This is an optimization exercise on Yosys and OpenROAD, whose aim is small area, not a production implementation.
In this exercise RTL edits were held to simulation tests only and were not proved equivalent to the original.

==> job 8655 <==
## tv80a
module tv80a ( 
  m1_n, mreq_n, iorq_n, rd_n, wr_n, rfsh_n, halt_n, busak_n, A, dout,
  reset_n, clk, wait_n, int_n, nmi_n, busrq_n, di
  );
Settings: LEC_CHECK=0, CAP_MARGIN=25, CORE_MARGIN=2, CORE_UTILIZATION=35, GPL_TIMING_DRIVEN=0, SLEW_MARGIN=18, SYNTH_HIERARCHICAL=1, SYNTH_MINIMUM_KEEP_SIZE=0; clock period 20.0 ns.
standard.sh (not shown) runs the stock make flow with config.mk's settings and CLKGATE_MAP_FILE= SYNTH_SCRIPT=/design/flow/synth_recipe.tcl, a recipe that flattens the netlist after the stock synthesis.
==> flow/flow/run.sh <==
#!/bin/bash
# Own flow: the standard layout (standard.sh), with these changes:
#  - synthesis maps the combinational logic of each module with an
#    area-oriented abc script (see my_synth.tcl; registers are mapped before
#    abc, exactly as in the standard synthesis), and leaves adders to abc
#    instead of mapping them to full/half-adder cells first;
#  - ports are buffered with the smallest buffer;
#  - CTS uses no dummy loads and clkbuf_8 buffers.
# Each tool's output goes to a log file in this folder.
set -euo pipefail
W=$(pwd)
F=$W/flow
export MY_ABC_SCRIPT=$F/abc_area_deep.script
CTS="-sink_clustering_enable -repair_clock_nets -dont_use_dummy_load -buf_list sky130_fd_sc_hd__clkbuf_8 -sink_clustering_size 12 -sink_clustering_max_diameter 80"
bash standard.sh SYNTH_SCRIPT=$F/my_synth.tcl ADDER_MAP_FILE= "CTS_ARGS=$CTS" \
  "BUFFER_PORTS_ARGS=-buffer_cell sky130_fd_sc_hd__buf_1" finish > $W/flow_make.log 2>&1
cp orfs/logs/sky130hd/tv80a/base/*.log $W/ 2>/dev/null || true
test -f out/final.def
==> flow/flow/abc_area_deep.script <==
&get -n
&st
&deepsyn -T 30
&st
&deepsyn -T 30 -S 3
&dch -f
&nf -a -p -F 8 -A 4
&put
mfs2 -a
&get -n
&st
&dch -f
&nf -a -p -F 8 -A 4
&put
mfs2 -a
&get -n
&st
&dch -f
&nf -a -p -F 8 -A 4
&put
topo
==> flow/flow/my_synth.tcl <==
# The standard synthesis script (synth_recipe.tcl), with one change: the
# combinational logic is mapped by abc with an area-oriented script
# (flow/abc_area_deep.script) instead of ORFS's speed script. Registers are
# mapped before abc, so they are the same as the standard synthesis's.
proc synth {args} { yosys synth -nofsm -noshare {*}$args }
proc abc {args} {
  set i [lsearch $args -script]
  lset args [expr {$i+1}] $::env(MY_ABC_SCRIPT)
  set j [lsearch $args -D]
  if {$j >= 0} { set args [lreplace $args $j [expr {$j+1}]] }
  puts "my_synth: abc $args"
  yosys abc {*}$args
}
source $::env(SCRIPTS_DIR)/synth.tcl
# left out here: clear keep_hierarchy, flatten, clean up, hide names made inside functions, write 1_2_yosys.v
==> job 5170: changes against job 8655 <==
--- a/flow/design.v
+++ b/flow/design.v
@@ -359,31 +359,30 @@
 module tv80_mcode 
   ( 
   MCycles, TStates, Prefix, Inc_PC, Inc_WZ, IncDec_16, Read_To_Reg, 
   Read_To_Acc, Set_BusA_To, Set_BusB_To, ALU_Op, Save_ALU, PreserveC, 
   Arith16, Set_Addr_To, IORQ, Jump, JumpE, JumpXY, Call, RstP, LDZ, 
   LDW, LDSPHL, Special_LD, ExchangeDH, ExchangeRp, ExchangeAF, 
   ExchangeRS, I_DJNZ, I_CPL, I_CCF, I_SCF, I_RETN, I_BT, I_BC, I_BTR, 
   I_RLD, I_RRD, I_INRC, SetDI, SetEI, IMode, Halt, NoRead, Write, 
-  IR, ISet, MCycle_b, F, NMICycle, IntCycle
+  IR, ISet, MCycle, F, NMICycle, IntCycle
   );
   parameter             Mode   = 0;
   parameter             Flag_C = 0;
   parameter             Flag_N = 1;
   parameter             Flag_P = 2;
   parameter             Flag_X = 3;
   parameter             Flag_H = 4;
   parameter             Flag_Y = 5;
   parameter             Flag_Z = 6;
   parameter             Flag_S = 7;
   input [7:0]           IR;
   input [1:0]           ISet                    ;
-  input [2:0]           MCycle_b                ;
-  wire [6:0]            MCycle = 7'b0000001 << MCycle_b;
+  input [6:0]           MCycle                  ;
   input [7:0]           F                       ;
   input                 NMICycle                ;
   input                 IntCycle                ;
   output [2:0]          MCycles                 ;
   output [2:0]          TStates                 ;
   output [1:0]          Prefix                  ;  
   output                Inc_PC                  ;
   output                Inc_WZ                  ;
@@ -2658,22 +2657,21 @@
   reg [2:0]     RegAddrB;
   reg [2:0]     RegAddrC;
   reg           RegWEH;
   reg           RegWEL;
   reg           Alternate;
   reg [15:0]    TmpAddr;         
   reg [7:0]     IR;              
   reg [1:0]     ISet;            
+  reg [15:0]    RegBusA_r;
   reg [15:0]    ID16;
   reg [7:0]     Save_Mux;
-  reg [2:0]     ts_b;
-  reg [2:0]     mc_b;
-  wire [6:0]    tstate = 7'b0000001 << ts_b;
-  wire [6:0]    mcycle = 7'b0000001 << mc_b;
+  reg [6:0]     tstate;
+  reg [6:0]     mcycle;
   reg           last_mcycle, last_tstate;
   reg           IntE_FF1;
   reg           IntE_FF2;
   reg           Halt_FF;
   reg           BusReq_s;
   reg           BusAck;
   reg           ClkEn;
   reg           NMI_s;
@@ -2752,17 +2750,17 @@
   reg [15:0]     PC16_B;
   reg [15:0]     SP16, SP16_A, SP16_B;
   reg [15:0]     ID16_B;
   reg            Oldnmi_n;
   tv80_mcode #(Mode, Flag_C, Flag_N, Flag_P, Flag_X, Flag_H, Flag_Y, Flag_Z, Flag_S) i_mcode
     (
      .IR                   (IR),
      .ISet                 (ISet),
-     .MCycle_b             (mc_b),
+     .MCycle               (mcycle),
      .F                    (F),
      .NMICycle             (NMICycle),
      .IntCycle             (IntCycle),
      .MCycles              (mcycles_d),
      .TStates              (tstates),
      .Prefix               (Prefix),
      .Inc_PC               (Inc_PC),
      .Inc_WZ               (Inc_WZ),
@@ -3361,34 +3359,19 @@
                 begin
                   IncDecZ <= 1'b0;
                 end 
               else 
                 begin
                   IncDecZ <= 1'b1;
                 end
             end
+          RegBusA_r <= RegBusA;
         end
     end  
-  reg           DHswap0, DHswap1;
-  wire [1:0]    DHswap = { DHswap1, DHswap0 };
-  always @ (posedge clk)
-    begin
-      if (ClkEn == 1'b1 && ExchangeDH == 1'b1 && tstate[4] && Alternate == 1'b0)
-        DHswap0 <= ~ DHswap0;
-      if (ClkEn == 1'b1 && ExchangeDH == 1'b1 && tstate[4] && Alternate == 1'b1)
-        DHswap1 <= ~ DHswap1;
-    end
-  function [2:0] dh_map;
-    input [2:0] a;
-    input [1:0] swp;
-    begin
-      dh_map = (swp[a[2]] && (a[1] ^ a[0])) ? { a[2], ~a[1:0] } : a;
-    end
-  endfunction
   always @( Alternate or ExchangeDH or IncDec_16
 	   or RegAddrA_r or RegAddrB_r or XY_State or mcycle or tstate)
     begin
       if ((tstate[2] || (tstate[3] && mcycle[0] && IncDec_16[2] == 1'b1)) && XY_State == 2'b00)
         RegAddrA = { Alternate, IncDec_16[1:0] };
       else if ((tstate[2] || (tstate[3] && mcycle[0] && IncDec_16[2] == 1'b1)) && IncDec_16[1:0] == 2'b10)
         RegAddrA = { XY_State[1], 2'b11 };
       else if (ExchangeDH == 1'b1 && tstate[3])
@@ -3415,48 +3398,63 @@
             5'b10000 , 5'b10001 , 5'b10010 , 5'b10011 , 5'b10100 , 5'b10101 :
               begin
                 RegWEH = ~ Read_To_Reg_r[0];
                 RegWEL = Read_To_Reg_r[0];
               end  
             default : ;
           endcase  
         end  
+      if (ExchangeDH && (tstate[3] || tstate[4]) ) 
+        begin
+          RegWEH = 1'b1;
+          RegWEL = 1'b1;
+        end
       if (IncDec_16[2] && ((tstate[2] && wait_n && ~mcycle[0]) || (tstate[3] && mcycle[0])) ) 
         begin
           case (IncDec_16[1:0])
             2'b00 , 2'b01 , 2'b10 :
               begin
                 RegWEH = 1'b1;
                 RegWEL = 1'b1;
               end  
             default : ;
           endcase
         end
     end  
-  always @( ExchangeDH or ID16 or IncDec_16
+  always @( ExchangeDH or ID16 or IncDec_16 or RegBusA_r
 	   or RegBusB or Save_Mux or mcycle or tstate)
     begin
       RegDIH = Save_Mux;
       RegDIL = Save_Mux;
-      if (IncDec_16[2] == 1'b1 && ((tstate[2] && ~mcycle[0]) || (tstate[3] && mcycle[0])) ) 
+      if (ExchangeDH == 1'b1 && tstate[3] ) 
+        begin
+          RegDIH = RegBusB[15:8];
+          RegDIL = RegBusB[7:0];
+        end
+      else if (ExchangeDH == 1'b1 && tstate[4] ) 
+        begin
+          RegDIH = RegBusA_r[15:8];
+          RegDIL = RegBusA_r[7:0];
+        end
+      else if (IncDec_16[2] == 1'b1 && ((tstate[2] && ~mcycle[0]) || (tstate[3] && mcycle[0])) ) 
         begin
           RegDIH = ID16[15:8];
           RegDIL = ID16[7:0];
         end
     end
   tv80_reg i_reg
     (
      .clk                  (clk),
      .CEN                  (ClkEn),
      .WEH                  (RegWEH),
      .WEL                  (RegWEL),
-     .AddrA                (dh_map(RegAddrA, DHswap)),
-     .AddrB                (dh_map(RegAddrB, DHswap)),
-     .AddrC                (dh_map(RegAddrC, DHswap)),
+     .AddrA                (RegAddrA),
+     .AddrB                (RegAddrB),
+     .AddrC                (RegAddrC),
      .DIH                  (RegDIH),
      .DIL                  (RegDIL),
      .DOAH                 (RegBusA[15:8]),
      .DOAL                 (RegBusA[7:0]),
      .DOBH                 (RegBusB[15:8]),
      .DOBL                 (RegBusB[7:0]),
      .DOCH                 (RegBusC[15:8]),
      .DOCL                 (RegBusC[7:0])
@@ -3585,18 +3583,18 @@
               Oldnmi_n <= nmi_n;
             end
         end
     end
   always @ (posedge clk or negedge reset_n)
     begin
       if (reset_n == 1'b0 ) 
         begin
-          mc_b <= 3'd0;
-          ts_b <= 3'd0;
+          mcycle <= 7'b0000001;
+          tstate <= 7'b0000001;
           Pre_XY_F_M <= 3'b000;
           Halt_FF <= 1'b0;
           BusAck <= 1'b0;
           NMICycle <= 1'b0;
           IntCycle <= 1'b0;
           IntE_FF1 <= 1'b0;
           IntE_FF2 <= 1'b0;
           No_BTR <= 1'b0;
@@ -3665,62 +3663,62 @@
                           Halt_FF <= 1'b1;
                         end
                       if (BusReq_s == 1'b1 ) 
                         begin
                           BusAck <= 1'b1;
                         end 
                       else 
                         begin
-                          ts_b <= 3'd1;
+                          tstate <= 7'b0000010;
                           if (NextIs_XY_Fetch == 1'b1 ) 
                             begin
-                              mc_b <= 3'd5;
+                              mcycle <= 7'b0100000;
                               Pre_XY_F_M <= mcyc_to_number(mcycle);
                               if (IR == 8'b00110110 && Mode == 0 ) 
                                 begin
                                   Pre_XY_F_M <= 3'b010;
                                 end
                             end 
                           else if ((mcycle[6]) || (mcycle[5] && Mode == 1 && ISet != 2'b01) ) 
                             begin
-                              mc_b <= Pre_XY_F_M;
+                              mcycle <= number_to_bitvec(Pre_XY_F_M + 1);
                             end 
                           else if ((last_mcycle) ||
                                    No_BTR == 1'b1 ||
                                    (mcycle[1] && I_DJNZ == 1'b1 && IncDecZ == 1'b1) ) 
                             begin
                               m1_n <= 1'b0;
-                              mc_b <= 3'd0;
+                              mcycle <= 7'b0000001;
                               IntCycle <= 1'b0;
                               NMICycle <= 1'b0;
                               if (NMI_s == 1'b1 && Prefix == 2'b00 ) 
                                 begin
                                   NMICycle <= 1'b1;
                                   IntE_FF1 <= 1'b0;
                                 end 
                               else if ((IntE_FF1 == 1'b1 && INT_s == 1'b1) && Prefix == 2'b00 && SetEI == 1'b0 ) 
                                 begin
                                   IntCycle <= 1'b1;
                                   IntE_FF1 <= 1'b0;
                                   IntE_FF2 <= 1'b0;
                                 end
                             end 
                           else 
                             begin
-                              mc_b <= (mc_b == 3'd6) ? 3'd0 : mc_b + 3'd1;
+                              mcycle <= { mcycle[5:0], mcycle[6] };
                             end
                         end
                     end 
                   else 
                     begin    
                       if ( ~(Auto_Wait == 1'b1 && Auto_Wait_t2 == 1'b0) &&
                            ~(IOWait == 1 && iorq_i == 1'b1 && Auto_Wait_t1 == 1'b0) ) 
                         begin
-                          ts_b <= (ts_b == 3'd6) ? 3'd0 : ts_b + 3'd1;
+                          tstate <= { tstate[5:0], tstate[6] };
                         end
                     end
                 end
               if (tstate[0]) 
                 begin
                   m1_n <= 1'b0;
                 end
             end
@@ -3736,35 +3734,36 @@
       else if (BTR_r == 1'b1 ) 
         begin
           PC16_B = -2;
         end
       else
         begin
           PC16_B = 1;
         end
-      if (tstate[3] && mcycle[5])
+      if (tstate[3])
         begin
           SP16_A = RegBusC;
           SP16_B = { {8{DI_Reg[7]}}, DI_Reg };
         end
       else
         begin
-          if (IncDec_16[1:0] == 2'b11)
-            SP16_A = SP;
-          else
-            SP16_A = RegBusA;
+          SP16_A = SP;
           if (IncDec_16[3] == 1'b1)
             SP16_B = -1;
           else
             SP16_B = 1;
         end
+      if (IncDec_16[3])  
+        ID16_B = -1;
+      else
+        ID16_B = 1;
+      ID16 = RegBusA + ID16_B;
       PC16 = PC + PC16_B;
       SP16 = SP16_A + SP16_B;
-      ID16 = SP16;
     end  
   always @( IntCycle or NMICycle or mcycle)
     begin
       Auto_Wait = 1'b0;
       if (IntCycle == 1'b1 || NMICycle == 1'b1 ) 
         begin
           if (mcycle[0] ) 
             begin
==> flow/flow/run.sh (replaced) <==
#!/bin/bash
# Own flow: the standard layout (standard.sh), but synthesis maps the
# combinational logic with an area-oriented abc script (see my_synth.tcl),
# and CTS runs without dummy loads. Each tool's output goes to a log here.
set -euo pipefail
W=$(pwd)
F=$W/flow
export MY_ABC_SCRIPT=$F/abc_area_deep.script
CTS="-sink_clustering_enable -repair_clock_nets -dont_use_dummy_load"
bash standard.sh SYNTH_SCRIPT=$F/my_synth.tcl "CTS_ARGS=$CTS" finish > $W/flow_make.log 2>&1
cp orfs/logs/sky130hd/tv80a/base/*.log $W/ 2>/dev/null || true
test -f out/final.def
==> flow/flow/abc_area_deep.script (replaced) <==
&get -n
&st
&deepsyn -T 120
&dch -f
&nf -a
&put
topo
CAP_MARGIN = 10   (was 25)
CORE_UTILIZATION = 50   (was 35)
GPL_TIMING_DRIVEN = unset   (was 0)
SLEW_MARGIN = 10   (was 18)
SYNTH_HIERARCHICAL = unset   (was 1)
SYNTH_MINIMUM_KEEP_SIZE = unset   (was 0)
==> summary of the runs <==
Wire length: job 8655 is smaller than job 5170 (23%).
Final cell count: job 8655 is lower than job 5170 (about 4%).
Of job 8655 and job 5170, job 8655 has the higher die area (gap 26%, measured against job 5170).
Job 8655 finished with timing, DRC and antenna clean. Job 5170 finished clean.
Between job 8655 and job 5170, the lower non-clock buffer count is in job 8655 (gap 50).
Between job 8655 and job 5170, the lower first-iteration DRC count is in job 8655 (gap about 40%, measured against job 5170).
Between job 5170 and job 8655, the lower worst setup slack is in job 5170 (gap 0.37 ns).
Against job 8655, the worst hold slack of job 5170 is higher by 0.015 ns.
==> figures <==
| quantity | job 5170 | job 8655 |
|---|---|---|
| Number of buffers other than clock buffers in the final layout | 155 | 105 |
| Cell Area, Synth | 27400 sq um | 24300 sq um |
| Number of logic stages on the critical path including buffering | 6 | 4 |
| Run status | no timing/DRC/antenna violations | no timing/DRC/antenna violations |
| Synthesis warning total | 5 | 11 |
| Via count of the routed design | 33.2k | 27.1k |
| Post-Route Skew | 0.0641 ns | 0.0956 ns |
| Min-Delay Path Depth | 1 | 2 |
| Cts bufs inserted | 41 | 39 |
| Clock latency on the worst-skew pair | 0.62 ns | 0.67 ns |
| Number of sinks handled by clock tree synthesis | 367 | 345 |
| Final antenna diode count | 10 | 0 |
| M2 GR Usage | 0.739 | 0.475 |
| Area of combinational cells with multiple inputs | 17000 sq um | 14900 sq um |
